This is an optimization exercise on Yosys and OpenROAD, whose aim is small area, a short achievable clock period and few clock cycles per item, not a production implementation.
Only the layout flow was run in this run; the RTL was not checked for function there.

==> design/flow/config.mk <==
export PLATFORM = sky130hd
export DESIGN_NAME = cordic_top
export DESIGN_NICKNAME = cordic_top
export VERILOG_FILES = /design/flow/design.v
export SDC_FILE = /design/flow/constraint.sdc
export NUM_CORES = 4
export LEC_CHECK = 0
export CAP_MARGIN = 20
export CORE_MARGIN = 2
export CORE_UTILIZATION = 50
export PLACE_DENSITY = 0.65
export SETUP_SLACK_MARGIN = 3.0
export SLEW_MARGIN = 20
==> design/flow/constraint.sdc <==
create_clock -name core_clock -period 6.0 [get_ports {clk}]
set_input_delay 1.2000 -clock core_clock [delete_from_list [all_inputs] [get_ports {clk}]]
set_output_delay 1.2000 -clock core_clock [all_outputs]
set_load 0.01 [all_outputs]
==> design/flow/design.v <==
module fifo (
	input  logic clk,
	input  logic rst,
	input  logic put,           
	input  logic take,          
	input  logic [ 16:0 ] din,
	output logic [ 16:0 ] dout,
	output logic full,
	output logic full_c         
);
	always_ff @( posedge clk ) begin
		if ( put )
			dout <= din;
	end
	assign full_c = put | ( full & ~take );
	always_ff @( posedge clk, posedge rst ) begin
		if ( rst )
			full <= 1'b0;
		else
			full <= full_c;
	end
endmodule
module cordic_xy #(
	parameter SH = 0
)
(
	input  logic sgn,
	input  logic nsgn,
	input  logic [ 15:0 ] x_in,
	input  logic [ 15:0 ] y_in,
	output logic [ 15:0 ] x_out,
	output logic [ 15:0 ] y_out
);
	logic signed [ 15:0 ] xi, yi, xt, yt;
	assign xi = x_in;
	assign yi = y_in;
	assign xt = xi >>> SH;
	assign yt = yi >>> SH;
	cordic_add #( .W( 16 ) ) u_x ( .a( x_in ), .b( yt ^ { 16{ nsgn } } ), .cin( nsgn ), .s( x_out ) );
	cordic_add #( .W( 16 ) ) u_y ( .a( y_in ), .b( xt ^ { 16{ sgn } } ), .cin( sgn ), .s( y_out ) );
endmodule
module cordic_add #(
	parameter W = 16
)
(
	input  logic [ W-1:0 ] a,
	input  logic [ W-1:0 ] b,
	input  logic cin,
	output logic [ W-1:0 ] s
);
	localparam L = $clog2( W );
	logic [ W-1:0 ] g0, p0;
	logic [ W-1:0 ] g [ 0:L ];
	logic [ W-1:0 ] p [ 0:L ];
	assign p0 = a ^ b;
	assign g0 = a & b;
	assign g[ 0 ] = { g0[ W-1:1 ], g0[ 0 ] | ( p0[ 0 ] & cin ) };
	assign p[ 0 ] = p0;
	genvar l, i;
	for ( l = 0; l < L; l = l + 1 ) begin : g_lvl
		for ( i = 0; i < W; i = i + 1 ) begin : g_bit
			if ( i & ( 1 << l ) ) begin : g_op
				localparam int J = ( ( i >> l ) << l ) - 1;
				assign g[ l + 1 ][ i ] = g[ l ][ i ] | ( p[ l ][ i ] & g[ l ][ J ] );
				assign p[ l + 1 ][ i ] = p[ l ][ i ] & p[ l ][ J ];
			end
			else begin : g_pass
				assign g[ l + 1 ][ i ] = g[ l ][ i ];
				assign p[ l + 1 ][ i ] = p[ l ][ i ];
			end
		end
	end
	if ( W > 1 ) begin : g_sum
		assign s = p0 ^ { g[ L ][ W-2:0 ], cin };
	end
	else begin : g_sum1
		assign s = p0 ^ cin;
	end
endmodule
module cordic_xy2 (
	input  logic sgn,             
	input  logic nsgn,            
	input  logic [ 15:0 ] x_in,   
	input  logic [ 15:0 ] y_in,   
	output logic [ 15:0 ] x_out,  
	output logic [ 15:0 ] y_out   
);
	logic signed [ 2:0 ] xs, ys;       
	logic signed [ 3:0 ] dx, dy;       
	logic sx15, sy15;                  
	assign xs = { x_in[ 15 ], x_in[ 15:14 ] };
	assign ys = { y_in[ 15 ], y_in[ 15:14 ] };
	assign dx = nsgn ? -{ ys[ 2 ], ys } : { ys[ 2 ], ys };
	assign dy = sgn ? -{ xs[ 2 ], xs } : { xs[ 2 ], xs };
	cordic_sign_near u_sx ( .v( x_in ), .d( dx ), .neg( sx15 ) );
	cordic_sign_near u_sy ( .v( y_in ), .d( dy ), .neg( sy15 ) );
	cordic_add_sel #( .KW( 5 ) ) u_ax ( .a( x_in ), .k( { dx[ 3 ], dx } ), .up( nsgn ), .sel( sy15 ), .s( x_out ) );
	cordic_add_sel #( .KW( 5 ) ) u_ay ( .a( y_in ), .k( { dy[ 3 ], dy } ), .up( sgn ), .sel( sx15 ), .s( y_out ) );
endmodule
module cordic_sign_near (
	input  logic [ 15:0 ] v,
	input  logic signed [ 3:0 ] d,
	output logic neg
);
	logic near;
	logic signed [ 4:0 ] s;
	assign near = ( &v[ 15:2 ] ) | ~( |v[ 15:2 ] );
	assign s = { v[ 15 ], v[ 15 ], v[ 2:0 ] } + { d[ 3 ], d };
	assign neg = near ? s[ 4 ] : v[ 15 ];
endmodule
module cordic_add_sel #(
	parameter KW = 5
)
(
	input  logic [ 15:0 ] a,
	input  logic signed [ KW-1:0 ] k,
	input  logic up,
	input  logic sel,
	output logic [ 15:0 ] s
);
	localparam LW = KW - 1;
	logic signed [ KW-1:0 ] k1;
	logic [ 15:0 ] s0, s1;
	logic [ 15-LW:0 ] hi_inc, hi_dec;
	assign k1 = up ? k + 1 : k - 1;
	cordic_add #( .W( 16 - LW ) ) u_inc ( .a( a[ 15:LW ] ), .b( { ( 16 - LW ){ 1'b0 } } ), .cin( 1'b1 ), .s( hi_inc ) );
	cordic_add #( .W( 16 - LW ) ) u_dec ( .a( a[ 15:LW ] ), .b( { ( 16 - LW ){ 1'b1 } } ), .cin( 1'b0 ), .s( hi_dec ) );
	cordic_add_hi #( .KW( KW ) ) u_s0 ( .a( a ), .k( k ), .hi_inc( hi_inc ), .hi_dec( hi_dec ), .s( s0 ) );
	cordic_add_hi #( .KW( KW ) ) u_s1 ( .a( a ), .k( k1 ), .hi_inc( hi_inc ), .hi_dec( hi_dec ), .s( s1 ) );
	assign s = sel ? s1 : s0;
endmodule
module cordic_add_hi #(
	parameter KW = 4
)
(
	input  logic [ 15:0 ] a,
	input  logic signed [ KW-1:0 ] k,
	input  logic [ 16-KW:0 ] hi_inc,
	input  logic [ 16-KW:0 ] hi_dec,
	output logic [ 15:0 ] s
);
	localparam LW = KW - 1;
	logic [ LW:0 ] lo;
	assign lo = { 1'b0, a[ LW-1:0 ] } + { 1'b0, k[ LW-1:0 ] };
	assign s[ LW-1:0 ] = lo[ LW-1:0 ];
	assign s[ 15:LW ] = ( lo[ LW ] == k[ KW-1 ] ) ? a[ 15:LW ] : ( lo[ LW ] ? hi_inc : hi_dec );
endmodule
module cordic_xy_pair #(
	parameter SH = 12
)
(
	input  logic sga,             
	input  logic sgb,             
	input  logic [ 15:0 ] x_in,
	input  logic [ 15:0 ] y_in,
	output logic [ 15:0 ] x_out,
	output logic [ 15:0 ] y_out
);
	localparam XW = 16 - SH;      
	localparam KW = XW + 3;       
	logic signed [ XW-1:0 ] xa, ya;       
	logic signed [ XW-2:0 ] xb, yb;       
	logic signed [ XW:0 ] ex, ey;         
	logic signed [ 1:0 ] cx, cy;          
	logic signed [ KW-1:0 ] kx, ky;       
	logic signed [ 1:0 ] ax, ay;          
	assign xa = x_in[ 15:SH ];
	assign ya = y_in[ 15:SH ];
	assign xb = x_in[ 15:SH+1 ];
	assign yb = y_in[ 15:SH+1 ];
	assign ex = sga ? ya : -ya;
	assign ey = sga ? -xa : xa;
	cordic_shift_carry #( .SH( SH ), .EW( XW + 1 ) ) u_cx ( .v( x_in ), .e( ex ), .c( cx ) );
	cordic_shift_carry #( .SH( SH ), .EW( XW + 1 ) ) u_cy ( .v( y_in ), .e( ey ), .c( cy ) );
	assign kx = ex + ( sgb ? yb : -yb );
	assign ky = ey + ( sgb ? -xb : xb );
	assign ax = sgb ? cy : -cy;
	assign ay = sgb ? -cx : cx;
	cordic_add_sel3 #( .KW( KW ) ) u_ax ( .a( x_in ), .k( kx ), .sel( ax ), .s( x_out ) );
	cordic_add_sel3 #( .KW( KW ) ) u_ay ( .a( y_in ), .k( ky ), .sel( ay ), .s( y_out ) );
endmodule
module cordic_shift_carry #(
	parameter SH = 12,
	parameter EW = 5
)
(
	input  logic [ 15:0 ] v,
	input  logic signed [ EW-1:0 ] e,
	output logic signed [ 1:0 ] c
);
	localparam LB = ( 15 - SH > 4 ) ? 15 - SH : 4;
	logic hi1, hi0;
	logic signed [ LB+1:0 ] vl, t;
	assign hi1 = &v[ SH:LB ];
	assign hi0 = ~( |v[ SH:LB ] );
	assign vl = { 2'b00, v[ LB-1:0 ] };
	assign t = vl + e;
	assign c = ( hi1 && t[ LB+1:LB ] == 2'b01 ) ? 2'sd1 : ( ( hi0 && t[ LB+1 ] ) ? -2'sd1 : 2'sd0 );
endmodule
module cordic_add_sel3 #(
	parameter KW = 6
)
(
	input  logic [ 15:0 ] a,
	input  logic signed [ KW-1:0 ] k,
	input  logic signed [ 1:0 ] sel,
	output logic [ 15:0 ] s
);
	localparam LW = KW - 1;
	logic signed [ KW-1:0 ] kp, km;
	logic [ 15:0 ] s0, sp, sm;
	logic [ 15-LW:0 ] hi_inc, hi_dec;
	assign kp = k + 1;
	assign km = k - 1;
	cordic_add #( .W( 16 - LW ) ) u_inc ( .a( a[ 15:LW ] ), .b( { ( 16 - LW ){ 1'b0 } } ), .cin( 1'b1 ), .s( hi_inc ) );
	cordic_add #( .W( 16 - LW ) ) u_dec ( .a( a[ 15:LW ] ), .b( { ( 16 - LW ){ 1'b1 } } ), .cin( 1'b0 ), .s( hi_dec ) );
	cordic_add_hi #( .KW( KW ) ) u_s0 ( .a( a ), .k( k ), .hi_inc( hi_inc ), .hi_dec( hi_dec ), .s( s0 ) );
	cordic_add_hi #( .KW( KW ) ) u_sp ( .a( a ), .k( kp ), .hi_inc( hi_inc ), .hi_dec( hi_dec ), .s( sp ) );
	cordic_add_hi #( .KW( KW ) ) u_sm ( .a( a ), .k( km ), .hi_inc( hi_inc ), .hi_dec( hi_dec ), .s( sm ) );
	assign s = sel[ 1 ] ? sm : ( sel[ 0 ] ? sp : s0 );
endmodule
module cordic (
	input  logic clk,
	input  logic adv,
	input  logic in_f,
	input  logic [ 15:0 ] in_z,
	output logic [ 31:0 ] res
);
	logic [0:0] p1_f;
	logic [15:0] p1_z;
	logic c1_s0;
	logic [14:0] c1_z1;
	logic [0:0] p2_f;
	logic [0:0] p2_s0;
	logic [14:0] p2_z;
	logic c2_s1;
	logic [13:0] c2_z2;
	logic [0:0] p3_f;
	logic [0:0] p3_s0;
	logic [0:0] p3_s1;
	logic [13:0] p3_z;
	logic c3_s2;
	logic [12:0] c3_z3;
	logic [0:0] p4_f;
	logic [0:0] p4_s0;
	logic [0:0] p4_s1;
	logic [0:0] p4_s2;
	logic [12:0] p4_z;
	logic c4_s3;
	logic [11:0] c4_z4;
	logic [0:0] p5_f;
	logic [0:0] p5_s0;
	logic [0:0] p5_s1;
	logic [0:0] p5_s2;
	logic [0:0] p5_s3;
	logic [11:0] p5_z;
	logic c5_s4;
	logic [10:0] c5_z5;
	logic [0:0] p6_f;
	logic [0:0] p6_s0;
	logic [0:0] p6_s1;
	logic [0:0] p6_s2;
	logic [0:0] p6_s3;
	logic [0:0] p6_s4;
	logic [10:0] p6_z;
	logic c6_s5;
	logic [9:0] c6_z6;
	logic [0:0] p7_f;
	logic [0:0] p7_s0;
	logic [0:0] p7_s1;
	logic [0:0] p7_s2;
	logic [0:0] p7_s3;
	logic [0:0] p7_s4;
	logic [0:0] p7_s5;
	logic [9:0] p7_z;
	logic [0:0] p8_f;
	logic [0:0] p8_s0;
	logic [0:0] p8_s1;
	logic [0:0] p8_s2;
	logic [0:0] p8_s3;
	logic [0:0] p8_s4;
	logic [0:0] p8_s5;
	logic [9:0] p8_z;
	logic [6:0] c8_rom_a;
	logic [31:0] c8_rom_d;
	logic [9:0] p9_z;
	logic [15:0] p9_x;
	logic [15:0] p9_y;
	logic [0:0] p9_n;
	logic c9_s6;
	logic [8:0] c9_z7;
	logic [15:0] c9_x7, c9_y7;
	logic [8:0] p10_z;
	logic [15:0] p10_x;
	logic [15:0] p10_y;
	logic [0:0] p10_n;
	logic c10_s7;
	logic [8:0] c10_z8;
	logic [15:0] c10_x8, c10_y8;
	logic [8:0] p11_z;
	logic [15:0] p11_x;
	logic [15:0] p11_y;
	logic [0:0] p11_n;
	logic c11_s8;
	logic [7:0] c11_z9;
	logic [15:0] c11_x9, c11_y9;
	logic [7:0] p12_z;
	logic [15:0] p12_x;
	logic [15:0] p12_y;
	logic [0:0] p12_n;
	logic c12_s9;
	logic [6:0] c12_z10;
	logic [15:0] c12_x10, c12_y10;
	logic [6:0] p13_z;
	logic [15:0] p13_x;
	logic [15:0] p13_y;
	logic [0:0] p13_n;
	logic c13_s10;
	logic [5:0] c13_z11;
	logic [15:0] c13_x11, c13_y11;
	logic [5:0] p14_z;
	logic [15:0] p14_x;
	logic [15:0] p14_y;
	logic [0:0] p14_n;
	logic c14_s11;
	logic [4:0] c14_z12;
	logic [15:0] c14_x12, c14_y12;
	logic [4:0] p15_z;
	logic [15:0] p15_x;
	logic [15:0] p15_y;
	logic [0:0] p15_n;
	logic c15_s12;
	logic [4:0] c15_z13;
	logic c15_s13;
	logic [4:0] c15_z14;
	logic c15_s14;
	logic [15:0] c15_x14, c15_y14;
	logic [0:0] p16_s14;
	logic [15:0] p16_x;
	logic [15:0] p16_y;
	logic [0:0] p16_n;
	logic [15:0] c16_x16, c16_y16;
	always_ff @( posedge clk ) if ( adv ) begin p1_f <= in_f; p1_z <= in_z; end
	assign c1_s0 = p1_z[15];
	cordic_add #( .W( 15 ) ) u_c1_z1 ( .a( p1_z[14:0] ), .b( 15'd12867 ^ { 15{ ~c1_s0 } } ), .cin( ~c1_s0 ), .s( c1_z1 ) );
	always_ff @( posedge clk ) if ( adv ) begin p2_f <= p1_f; p2_s0 <= c1_s0; p2_z <= c1_z1[14:0]; end
	assign c2_s1 = p2_z[14];
	cordic_add #( .W( 14 ) ) u_c2_z2 ( .a( p2_z[13:0] ), .b( 14'd7596 ^ { 14{ ~c2_s1 } } ), .cin( ~c2_s1 ), .s( c2_z2 ) );
	always_ff @( posedge clk ) if ( adv ) begin p3_f <= p2_f; p3_s0 <= p2_s0; p3_s1 <= c2_s1; p3_z <= c2_z2[13:0]; end
	assign c3_s2 = p3_z[13];
	cordic_add #( .W( 13 ) ) u_c3_z3 ( .a( p3_z[12:0] ), .b( 13'd4013 ^ { 13{ ~c3_s2 } } ), .cin( ~c3_s2 ), .s( c3_z3 ) );
	always_ff @( posedge clk ) if ( adv ) begin p4_f <= p3_f; p4_s0 <= p3_s0; p4_s1 <= p3_s1; p4_s2 <= c3_s2; p4_z <= c3_z3[12:0]; end
	assign c4_s3 = p4_z[12];
	cordic_add #( .W( 12 ) ) u_c4_z4 ( .a( p4_z[11:0] ), .b( 12'd2037 ^ { 12{ ~c4_s3 } } ), .cin( ~c4_s3 ), .s( c4_z4 ) );
	always_ff @( posedge clk ) if ( adv ) begin p5_f <= p4_f; p5_s0 <= p4_s0; p5_s1 <= p4_s1; p5_s2 <= p4_s2; p5_s3 <= c4_s3; p5_z <= c4_z4[11:0]; end
	assign c5_s4 = p5_z[11];
	cordic_add #( .W( 11 ) ) u_c5_z5 ( .a( p5_z[10:0] ), .b( 11'd1022 ^ { 11{ ~c5_s4 } } ), .cin( ~c5_s4 ), .s( c5_z5 ) );
	always_ff @( posedge clk ) if ( adv ) begin p6_f <= p5_f; p6_s0 <= p5_s0; p6_s1 <= p5_s1; p6_s2 <= p5_s2; p6_s3 <= p5_s3; p6_s4 <= c5_s4; p6_z <= c5_z5[10:0]; end
	assign c6_s5 = p6_z[10];
	cordic_add #( .W( 10 ) ) u_c6_z6 ( .a( p6_z[9:0] ), .b( 10'd511 ^ { 10{ ~c6_s5 } } ), .cin( ~c6_s5 ), .s( c6_z6 ) );
	always_ff @( posedge clk ) if ( adv ) begin p7_f <= p6_f; p7_s0 <= p6_s0; p7_s1 <= p6_s1; p7_s2 <= p6_s2; p7_s3 <= p6_s3; p7_s4 <= p6_s4; p7_s5 <= c6_s5; p7_z <= c6_z6[9:0]; end
	always_ff @( posedge clk ) if ( adv ) begin p8_f <= p7_f; p8_s0 <= p7_s0; p8_s1 <= p7_s1; p8_s2 <= p7_s2; p8_s3 <= p7_s3; p8_s4 <= p7_s4; p8_s5 <= p7_s5; p8_z <= p7_z; end
	assign c8_rom_a = { p8_s5, p8_s4, p8_s3, p8_s2, p8_s1, p8_s0, p8_f };
	localparam logic [ 4095:0 ] C8_ROM_TAB = {
		32'h09013f5c, 32'hf6fcc0a9, 32'hc0a40904, 32'h3f57f701,
		32'hd2b82d38, 32'h2d45d2c9, 32'hd2c8d2bb, 32'h2d372d48,
		32'hea223c25, 32'h15dcc3de, 32'hc3dbea25, 32'h3c2215dd,
		32'hc2c61297, 32'h3d39ed6a, 32'hed69c2c6, 32'h12963d3a,
		32'hf9213fa0, 32'h06dcc063, 32'hc061f924, 32'h3f9d06df,
		32'hc8fc20ae, 32'h3703df52, 32'hdf51c8fd, 32'h20ad3704,
		32'hdbff34e7, 32'h23fecb1a, 32'hcb19dc02, 32'h34e623ff,
		32'hc01502f3, 32'h3fecfd0e, 32'hfd0dc014, 32'h02f43feb,
		32'h010c3ffc, 32'hfef3c007, 32'hc004010d, 32'h3ff9fef6,
		32'hcd72273a, 32'h328dd8c5, 32'hd8c6cd73, 32'h2739328e,
		32'he2d038f3, 32'h1d2ec70e, 32'hc70de2d1, 32'h38f21d2f,
		32'hc0ef0ad2, 32'h3f12f52d, 32'hf52ec0ef, 32'h0ad33f11,
		32'hf1443e45, 32'h0ebbc1bc, 32'hc1baf145, 32'h3e440ebc,
		32'hc5581994, 32'h3aa9e66c, 32'he66dc557, 32'h19933aa8,
		32'hd5b33003, 32'h2a4ccffc, 32'hcffdd5b4, 32'h30042a4d,
		32'hc037faf6, 32'h3fcc0509, 32'h050ac034, 32'hfaf93fc9,
		32'h05093fcc, 32'hfaf6c037, 32'hc034050a, 32'h3fc9faf9,
		32'hcffc2a4c, 32'h3003d5b3, 32'hd5b4cffd, 32'h2a4d3004,
		32'he66c3aa9, 32'h1994c558, 32'hc557e66d, 32'h3aa81993,
		32'hc1bc0ebb, 32'h3e45f144, 32'hf145c1ba, 32'h0ebc3e44,
		32'hf52d3f12, 32'h0ad2c0ef, 32'hc0eff52e, 32'h3f110ad3,
		32'hc70e1d2e, 32'h38f3e2d0, 32'he2d1c70d, 32'h1d2f38f2,
		32'hd8c5328d, 32'h273acd72, 32'hcd73d8c6, 32'h328e2739,
		32'hc007fef3, 32'h3ffc010c, 32'h010dc004, 32'hfef63ff9,
		32'hfd0e3fec, 32'h02f3c015, 32'hc014fd0d, 32'h3feb02f4,
		32'hcb1a23fe, 32'h34e7dbff, 32'hdc02cb19, 32'h23ff34e6,
		32'hdf523703, 32'h20aec8fc, 32'hc8fddf51, 32'h370420ad,
		32'hc06306dc, 32'h3fa0f921, 32'hf924c061, 32'h06df3f9d,
		32'hed6a3d39, 32'h1297c2c6, 32'hc2c6ed69, 32'h3d3a1296,
		32'hc3de15dc, 32'h3c25ea22, 32'hea25c3db, 32'h15dd3c22,
		32'hd2c92d45, 32'h2d38d2b8, 32'hd2bbd2c8, 32'h2d482d37,
		32'hc0a9f6fc, 32'h3f5c0901, 32'h0904c0a4, 32'hf7013f57
	};
	assign c8_rom_d = C8_ROM_TAB[ c8_rom_a * 32 +: 32 ];
	always_ff @( posedge clk ) if ( adv ) begin p9_z <= p8_z; p9_x <= c8_rom_d[31:16]; p9_y <= c8_rom_d[15:0]; p9_n <= ~p8_z[9]; end
	assign c9_s6 = p9_z[9];
	cordic_add #( .W( 9 ) ) u_c9_z7 ( .a( p9_z[8:0] ), .b( 9'd255 ^ { 9{ ~c9_s6 } } ), .cin( ~c9_s6 ), .s( c9_z7 ) );
	cordic_xy #( .SH( 6 ) ) u_c9_xy6 ( .sgn( c9_s6 ), .nsgn( p9_n ), .x_in( p9_x ), .y_in( p9_y ), .x_out( c9_x7 ), .y_out( c9_y7 ) );
	always_ff @( posedge clk ) if ( adv ) begin p10_z <= c9_z7[8:0]; p10_x <= c9_x7; p10_y <= c9_y7; p10_n <= ~c9_z7[8]; end
	assign c10_s7 = p10_z[8];
	cordic_add #( .W( 9 ) ) u_c10_z8 ( .a( p10_z[8:0] ), .b( 9'd127 ^ { 9{ ~c10_s7 } } ), .cin( ~c10_s7 ), .s( c10_z8 ) );
	cordic_xy #( .SH( 7 ) ) u_c10_xy7 ( .sgn( c10_s7 ), .nsgn( p10_n ), .x_in( p10_x ), .y_in( p10_y ), .x_out( c10_x8 ), .y_out( c10_y8 ) );
	always_ff @( posedge clk ) if ( adv ) begin p11_z <= c10_z8[8:0]; p11_x <= c10_x8; p11_y <= c10_y8; p11_n <= ~c10_z8[8]; end
	assign c11_s8 = p11_z[8];
	cordic_add #( .W( 8 ) ) u_c11_z9 ( .a( p11_z[7:0] ), .b( 8'd63 ^ { 8{ ~c11_s8 } } ), .cin( ~c11_s8 ), .s( c11_z9 ) );
	cordic_xy #( .SH( 8 ) ) u_c11_xy8 ( .sgn( c11_s8 ), .nsgn( p11_n ), .x_in( p11_x ), .y_in( p11_y ), .x_out( c11_x9 ), .y_out( c11_y9 ) );
	always_ff @( posedge clk ) if ( adv ) begin p12_z <= c11_z9[7:0]; p12_x <= c11_x9; p12_y <= c11_y9; p12_n <= ~c11_z9[7]; end
	assign c12_s9 = p12_z[7];
	cordic_add #( .W( 7 ) ) u_c12_z10 ( .a( p12_z[6:0] ), .b( 7'd31 ^ { 7{ ~c12_s9 } } ), .cin( ~c12_s9 ), .s( c12_z10 ) );
	cordic_xy #( .SH( 9 ) ) u_c12_xy9 ( .sgn( c12_s9 ), .nsgn( p12_n ), .x_in( p12_x ), .y_in( p12_y ), .x_out( c12_x10 ), .y_out( c12_y10 ) );
	always_ff @( posedge clk ) if ( adv ) begin p13_z <= c12_z10[6:0]; p13_x <= c12_x10; p13_y <= c12_y10; p13_n <= ~c12_z10[6]; end
	assign c13_s10 = p13_z[6];
	cordic_add #( .W( 6 ) ) u_c13_z11 ( .a( p13_z[5:0] ), .b( 6'd15 ^ { 6{ ~c13_s10 } } ), .cin( ~c13_s10 ), .s( c13_z11 ) );
	cordic_xy #( .SH( 10 ) ) u_c13_xy10 ( .sgn( c13_s10 ), .nsgn( p13_n ), .x_in( p13_x ), .y_in( p13_y ), .x_out( c13_x11 ), .y_out( c13_y11 ) );
	always_ff @( posedge clk ) if ( adv ) begin p14_z <= c13_z11[5:0]; p14_x <= c13_x11; p14_y <= c13_y11; p14_n <= ~c13_z11[5]; end
	assign c14_s11 = p14_z[5];
	cordic_add #( .W( 5 ) ) u_c14_z12 ( .a( p14_z[4:0] ), .b( 5'd7 ^ { 5{ ~c14_s11 } } ), .cin( ~c14_s11 ), .s( c14_z12 ) );
	cordic_xy #( .SH( 11 ) ) u_c14_xy11 ( .sgn( c14_s11 ), .nsgn( p14_n ), .x_in( p14_x ), .y_in( p14_y ), .x_out( c14_x12 ), .y_out( c14_y12 ) );
	always_ff @( posedge clk ) if ( adv ) begin p15_z <= c14_z12[4:0]; p15_x <= c14_x12; p15_y <= c14_y12; p15_n <= ~c14_z12[4]; end
	assign c15_s12 = p15_z[4];
	cordic_add #( .W( 5 ) ) u_c15_z13 ( .a( p15_z[4:0] ), .b( 5'd3 ^ { 5{ ~c15_s12 } } ), .cin( ~c15_s12 ), .s( c15_z13 ) );
	assign c15_s13 = c15_z13[4];
	cordic_add #( .W( 5 ) ) u_c15_z14 ( .a( c15_z13[4:0] ), .b( 5'd1 ^ { 5{ ~c15_s13 } } ), .cin( ~c15_s13 ), .s( c15_z14 ) );
	assign c15_s14 = c15_z14[4];
	cordic_xy_pair #( .SH( 12 ) ) u_c15_xy12 ( .sga( c15_s12 ), .sgb( c15_s13 ), .x_in( p15_x ), .y_in( p15_y ), .x_out( c15_x14 ), .y_out( c15_y14 ) );
	always_ff @( posedge clk ) if ( adv ) begin p16_s14 <= c15_s14; p16_x <= c15_x14; p16_y <= c15_y14; p16_n <= ~c15_s14; end
	cordic_xy2 u_c16_xy14 ( .sgn( p16_s14 ), .nsgn( p16_n ), .x_in( p16_x ), .y_in( p16_y ), .x_out( c16_x16 ), .y_out( c16_y16 ) );
	assign res = { c16_x16, c16_y16 };
endmodule
module cordic_top (
	input logic clk,
	input logic rst,
	input logic signed [ 31:0 ] in_din,
	input logic in_we,
	input logic out_re,
	output logic in_full,
	output logic signed [ 1:0 ] [ 15:0 ] out_dout,
	output logic out_empty
);
	localparam logic signed [ 31:0 ]
		PI       = 32'sd51472,
		TWO_PI   = 32'sd102944,
		HALF_PI  = 32'sd25736,
		THREE_HALF_PI = 32'sd77208;
	localparam logic [ 15:0 ] PI_LO = 16'd51472, TWO_PI_LO = 16'd37408;  
	localparam logic [ 31:0 ] RES_ZERO = { 16'sd16383, 16'sd2 };
	logic accept, adv, stuck;
	logic signed [ 31:0 ] r, src;
	logic [ 16:0 ] e_dout;
	logic e_full, e_full_c;
	logic busy, busy_c, far_in, far_q, big_q, cy, step_lo_en;
	logic [ 1:0 ] ph;
	logic [ 20:0 ] lo_sum;
	logic [ 19:0 ] k_lo;
	localparam logic [ 19:0 ]
		K2  = 20'd102944,      
		K8  = 20'd411776,      
		K2N = 20'd945632,      
		K8N = 20'd636800;      
	assign far_in = ( in_din > TWO_PI ) || ( in_din < -TWO_PI );
	assign k_lo = r[ 31 ] ? ( big_q ? K8 : K2 ) : ( big_q ? K8N : K2N );
	cordic_add #( .W( 21 ) ) u_step ( .a( { 1'b0, r[ 19:0 ] } ), .b( { 1'b0, k_lo } ), .cin( 1'b0 ), .s( lo_sum ) );
	assign step_lo_en = busy & ( ph == 2'd0 ) & far_q;
	always_ff @( posedge clk ) begin
		if ( accept )
			r[ 19:0 ] <= in_din[ 19:0 ];
		else if ( step_lo_en )
			r[ 19:0 ] <= lo_sum[ 19:0 ];
	end
	always_ff @( posedge clk ) begin
		if ( accept )
			r[ 31:20 ] <= in_din[ 31:20 ];
		else if ( busy && ph == 2'd1 )
			r[ 31:20 ] <= r[ 31 ] ? r[ 31:20 ] + { 11'd0, cy } : r[ 31:20 ] - { 11'd0, ~cy };
	end
	always_ff @( posedge clk ) begin
		cy <= lo_sum[ 20 ];
		if ( accept ) begin
			far_q <= far_in;
			big_q <= ( in_din >= 32'sd1048576 ) || ( in_din < -32'sd1048576 );
		end
		else if ( ph == 2'd2 ) begin
			far_q <= ( r > TWO_PI ) || ( r < -TWO_PI );
			big_q <= ( r >= 32'sd1048576 ) || ( r < -32'sd1048576 );
		end
	end
	always_ff @( posedge clk, posedge rst ) begin
		if ( rst )
			ph <= 2'd0;
		else if ( accept )
			ph <= 2'd0;
		else if ( step_lo_en || ph != 2'd0 )
			ph <= ( ph == 2'd2 ) ? 2'd0 : ph + 2'd1;
	end
	assign busy_c = accept ? far_in : ( busy & ( ph != 2'd0 || far_q ) );
	logic signed [ 17:0 ] rs;
	logic sub2, sub1, add2, add1;
	logic [ 15:0 ] z_k, z_red;
	logic f_red;
	assign src = accept ? in_din : r;
	assign rs = src[ 17:0 ];
	always_ff @( posedge clk ) begin
		sub2 <= rs >= THREE_HALF_PI;
		sub1 <= ( rs > HALF_PI ) && ( rs < THREE_HALF_PI );
		add2 <= rs <= -THREE_HALF_PI;
		add1 <= ( rs < -HALF_PI ) && ( rs > -THREE_HALF_PI );
	end
	assign z_k = ( { 16{ sub2 } } & ( -TWO_PI_LO ) ) | ( { 16{ sub1 } } & ( -PI_LO ) ) |
		( { 16{ add2 } } & TWO_PI_LO ) | ( { 16{ add1 } } & PI_LO );
	cordic_add #( .W( 16 ) ) u_red ( .a( e_full ? e_dout[ 15:0 ] : r[ 15:0 ] ), .b( e_full ? 16'd0 : z_k ),
		.cin( 1'b0 ), .s( z_red ) );
	assign f_red = e_full ? e_dout[ 16 ] : ( sub1 | add1 );
	logic p_f;
	logic [ 15:0 ] p_z;
	logic [ 31:0 ] res;
	assign adv = ( accept | e_full ) & ~stuck;
	fifo
	hold_inst (
		.clk( clk ),
		.rst( rst ),
		.put( accept & stuck ),
		.take( adv ),
		.din( { f_red, z_red } ),
		.dout( e_dout ),
		.full( e_full ),
		.full_c( e_full_c )
	);
	assign { p_f, p_z } = { f_red, z_red };
	cordic
	cordic_inst (
		.clk( clk ),
		.adv( adv ),
		.in_f( p_f ),
		.in_z( p_z ),
		.res( res )
	);
	logic [ 4:0 ] cnt;       
	logic word_zero, word_res0;
	always_ff @( posedge clk, posedge rst ) begin
		if ( rst )
			cnt <= 5'd0;
		else if ( adv && cnt != 5'd17 )
			cnt <= cnt + 5'd1;
	end
	assign word_zero = cnt < 5'd16;
	assign word_res0 = cnt == 5'd16;
	always_ff @( posedge clk ) begin
		if ( adv ) begin
			if ( word_zero )
				out_dout <= 32'h0;
			else if ( word_res0 )
				out_dout <= RES_ZERO;
			else
				out_dout <= res;
		end
	end
	logic out_valid, in_open;
	assign stuck = out_valid & ~out_re;
	assign accept = in_we & in_open;
	always_ff @( posedge clk, posedge rst ) begin
		if ( rst ) begin
			out_empty <= 1'b1;
			out_valid <= 1'b0;
			busy <= 1'b0;
			in_full <= 1'b0;
			in_open <= 1'b1;
		end
		else begin
			if ( adv ) begin
				out_empty <= 1'b0;
				out_valid <= 1'b1;
			end
			else if ( out_re ) begin
				out_empty <= 1'b1;
				out_valid <= 1'b0;
			end
			busy <= busy_c;
			in_full <= busy_c | busy | e_full_c;
			in_open <= ~( busy_c | busy | e_full_c );
		end
	end
endmodule
==> design/flow/run.sh <==
#!/bin/bash
# synth_recipe.tcl (not shown) runs the flow's synth.tcl, then flattens the netlist and writes it again
# the make line also repeats each setting of config.mk as NAME=value (left out here)
make -C /OpenROAD-flow-scripts/flow DESIGN_CONFIG=/design/flow/config.mk WORK_HOME=/design/flow/orfs CLKGATE_MAP_FILE= SYNTH_SCRIPT=/design/flow/synth_recipe.tcl finish
==> reports/qor.yml <==
setup_path:
  worstPathCellList: "buf_6 -> inv_8 -> ha_4 -> a21o_1 -> a21oi_4 -> clkinv_4 -> buf_12 -> o21ai_4 -> ha_4 -> a211oi_4 -> nor2_4 -> xor2_4 -> xor2_1 -> ha_2 -> o21ai_2 -> o21bai_1 -> a21oi_2 -> buf_4 -> inv_2 -> and4_1 -> a311oi_2 -> o21a_1 -> o22ai_2 -> xnor2_1"
  crit_buf_inv: 6
  crit_path_end_kind: "flop"
  path_max_fanout: 5
  max_stage_delay_ns: 0.44
  crit_required_ns: 6.35
  path_class: "flop to flop"
  crit_path_frequent_cell: "ha_4"
  cpMaxStageDelayCell: "edfxtp_1"
  crit_family: "compound AO/OA/AOI/OAI gates"
  startpoint_type: "flop"
  cp.arrival_ns: 5.18
run:
  maxCapViolations: 0
timing:
  slew_headroom_pct: 20.6
  rsz0062_at_grt: "yes"
  fmax_mhz: 207
  clock_skew_ns: 0.0217
  setup_violations: 0
  worst_pin_slew_ns: 1.19
  fin_crit_sh_pct: 80.5
  finalHoldViolCount: 0
  fin_crit_ns: 4.83
  hold_ws_ns: 0.404
  slew_violations: 0
die:
  start_util_pct: 50.2
  core_area_um2: 83300
  io_pins: 70
  die_h_um: 293
  core.rowCount: 106
  die_x_um: 293
  die_area_um2: 86000
finish:
  final_util_pct: 62.5
  final_cell_area_um2: 52100
  drive_above_1_share_pct: 22.3
  layout.cells.non_filler: 5654
  n_antenna_cell: 0
  area_growth_pct: 24.5
  layout.nets: 5090
placement:
  dp.cells: 5230
  place_area_um2: 44600
  port_buffers: 69
  hpwl_um: 75300
  place.gp.congestion: 1.01
clock_tree:
  root_buffer: "clkbuf_16"
  clock_path_buffers: 3
  tritoncts: "done"
  htree_levels: 3
  path_clk_slew_ns: 0.06
  cts.sinks: 553
  cts_buffers: 68
  clock_latency_ns: 0.61
  holdBufCountCts: 0
synth:
  synth_top_family_by_area: "adder cells"
  synthCells: 4167
  synth_mux_area_share_pct: 1.55
  ys_ff_latch: 553
  yosys.area.top_type: "edfxtp_1"
  yosys.area_share.simple_pct: 12.2
  ys.flop_type: "edfxtp_1"
  yosysTopAreaCellShare_pct: 38.4
  async_reset_ff_share_pct: 2.35
  synthXorXnorAreaFrac_pct: 8.74
  synth_fa_ha_area_share_pct: 17.8
  syn_nets: 4734
  avgSynthCellArea_um2: 10.0
  ys_seq_area_share_pct: 39.4
  synth_compound_area_share_pct: 15.8
  yosysWarnings: 42
  synth_edf_count: 535
  synth_area_leaders: "edfxtp_1 38%, ha_1 13%, fa_1 5.1%, xnor2_1 4.9%, xor2_1 3.7%"
  synth_cell_types: 107
  synth_area_um2: 41800
global_route:
  grt_pass1_vias: 31809
  antenna_found_initial: 1
  track_usage_pct: 25.1
  grt_max_degree: 115
  grt_overflow: 0
  grt_pass1_wl_um: 173000
detailed_routing:
  ant_nets: 0
  drc: 0
  vias: 32948
  postRouteWirelength_um: 112000
  via_per_inst: 5.83
  wire_per_inst_um: 19.8
  dr.pass1.iters: 7
  drtIter0Drc: 2770
worst_hold_path:
  hp-class: "flop to flop"
run_status:
  status: "complete, no violations"
cell usage after synthesis, types with 50 or more instances:
| cell type | n |
|---|---|
| nor2_1 | 360 |
| ha_1 | 424 |
| nor3_1 | 103 |
| xnor2_1 | 233 |
| nand3_1 | 71 |
| nor2b_1 | 50 |
| a21o_1 | 58 |
| inv_1 | 331 |
| a21oi_1 | 283 |
| fa_1 | 107 |
| nand2_1 | 303 |
| clkbuf_1 | 114 |
| xor2_1 | 177 |
| edfxtp_1 | 535 |
| o21ai_0 | 243 |
area by class of cell:
| class | instances | area (um^2) |
|---|---|---|
| clock buffers | 79 | 1790 |
| clock inverters | 42 | 385 |
| fillers | 6550 | 31200 |
| inverters | 335 | 1320 |
| multi-input cells | 3133 | 26700 |
| flip-flops and latches | 553 | 16500 |
| well taps | 1080 | 1350 |
| repair buffers | 432 | 4000 |
cells in the final DEF, fill, tap and decap left out, types with 153 or more instances in the layout:
cell	count
buf_4	271
ha_1	370
edfxtp_1	535
inv_1	304
a21oi_1	213
xor2_1	153
nand2_1	269
xnor2_1	200
o21ai_0	166
nor2_1	325
metal layers:
metal  vias up  GRT usage, %  part of all wire [%]
met5         -             0                     0
met4         0          9.07                   3.5
met3       260          3.54                   5.9
met2      1109          41.3                    48
met1     15800          34.0                    43
li1      15779             -                     -
flip-flops by register name, summed over array words and instances, names as in the netlist, 16 cells and up:
name / flops
hold_inst.dout: 17
cordic_inst.p1_z: 16
out_dout: 32
cordic_inst.p12_x: 16
cordic_inst.p15_y: 16
cordic_inst.p13_x: 16
cordic_inst.p10_y: 16
cordic_inst.p16_y: 16
cordic_inst.p12_y: 16
cordic_inst.p11_y: 16
r: 32
cordic_inst.p14_y: 16
cordic_inst.p13_y: 16
cordic_inst.p15_x: 16
cordic_inst.p11_x: 16
cordic_inst.p10_x: 16
cordic_inst.p14_x: 16
cordic_inst.p16_x: 16
through the flow:
step / TNS [ns] / setup slack [ns]
global route: 0 / 0.937
detailed placement: 0 / 0.349
floorplan: -1529.42 / -3.53
global placement: 0 / 0.404
CTS: 0 / 1.17
finish: 0 / 1.17
worst reg2reg max path: stages (launching register included):
cell,delay [ns]
edfxtp_1,0.44
buf_6,0.17
inv_8,0.06
ha_4,0.19
a21o_1,0.17
a21oi_4,0.18
clkinv_4,0.09
buf_12,0.14
o21ai_4,0.17
ha_4,0.23
a211oi_4,0.30
nor2_4,0.08
xor2_4,0.28
xor2_1,0.22
ha_2,0.33
o21ai_2,0.14
o21bai_1,0.10
a21oi_2,0.16
buf_4,0.13
inv_2,0.04
and4_1,0.19
a311oi_2,0.38
o21a_1,0.18
o22ai_2,0.08
xnor2_1,0.12
logic make-up after synthesis:
family                   Yosys count
AND/OR/NAND/NOR                 1093
AO/OA/AOI/OAI                   1030
flip-flops                       553
adder cells (fa/ha/maj)          531
buffers and inverters            486
XOR/XNOR                         414
multiplexers                      60
timing repair:
action                                  CTS  global route
gates resized for setup                 368           277
gates cloned                              5             3
setup buffers                           198            97
endpoints found under the setup margin  688           126
pin swaps                               191           191
worst paths after layout:
check	startpoint	to	slack, ns	cells past startpoint
max in group asynchronous	rst	hold_inst.full$_DFF_PP0_	4.58	2
min reg2reg	cordic_inst.p8_z[7]$_DFFE_PP_	cordic_inst.p9_z[7]$_DFFE_PP_	0.40	0
max	cordic_inst.p15_z[4]$_DFFE_PP_	cordic_inst.p16_x[12]$_DFFE_PP_	1.17	24
min	cordic_inst.p8_z[7]$_DFFE_PP_	cordic_inst.p9_z[7]$_DFFE_PP_	0.40	0
max reg2reg	cordic_inst.p15_z[4]$_DFFE_PP_	cordic_inst.p16_x[12]$_DFFE_PP_	1.17	24
min in group asynchronous	rst	cnt[0]$_DFFE_PP0P_	0.98	2

## afterwards: timing with drivers on the ports
How much do the figures lean on ideal ports? The routed layout below was timed once more, with nothing changed but the port constraints.
Step 1, drivers: a clkbuf_16 drives clk and a buf_2 each remaining input, both assumed.
Step 2 adds t to the input delays and takes it off the output delays; t is the mean of the earliest and latest rising clock arrival at the registers after step 1. Input paths then give back, and output paths get back, about the clock's delay inside the block.
Three values: ideal, step 1, step 2; two values: the first two.
t (ns): 0.671
setup WS [ns]: 1.168 / 1.168 / 1.168
worst setup path after step 2: register to register
worst register clock-pin slew, ns: 0.06 / 0.06
worst slew at a driven data input, ns: 0.06
After both steps this run still meets setup and hold. The setup slack of this run moves by 0.000 ns with the drivers and by 0.000 ns with both steps.
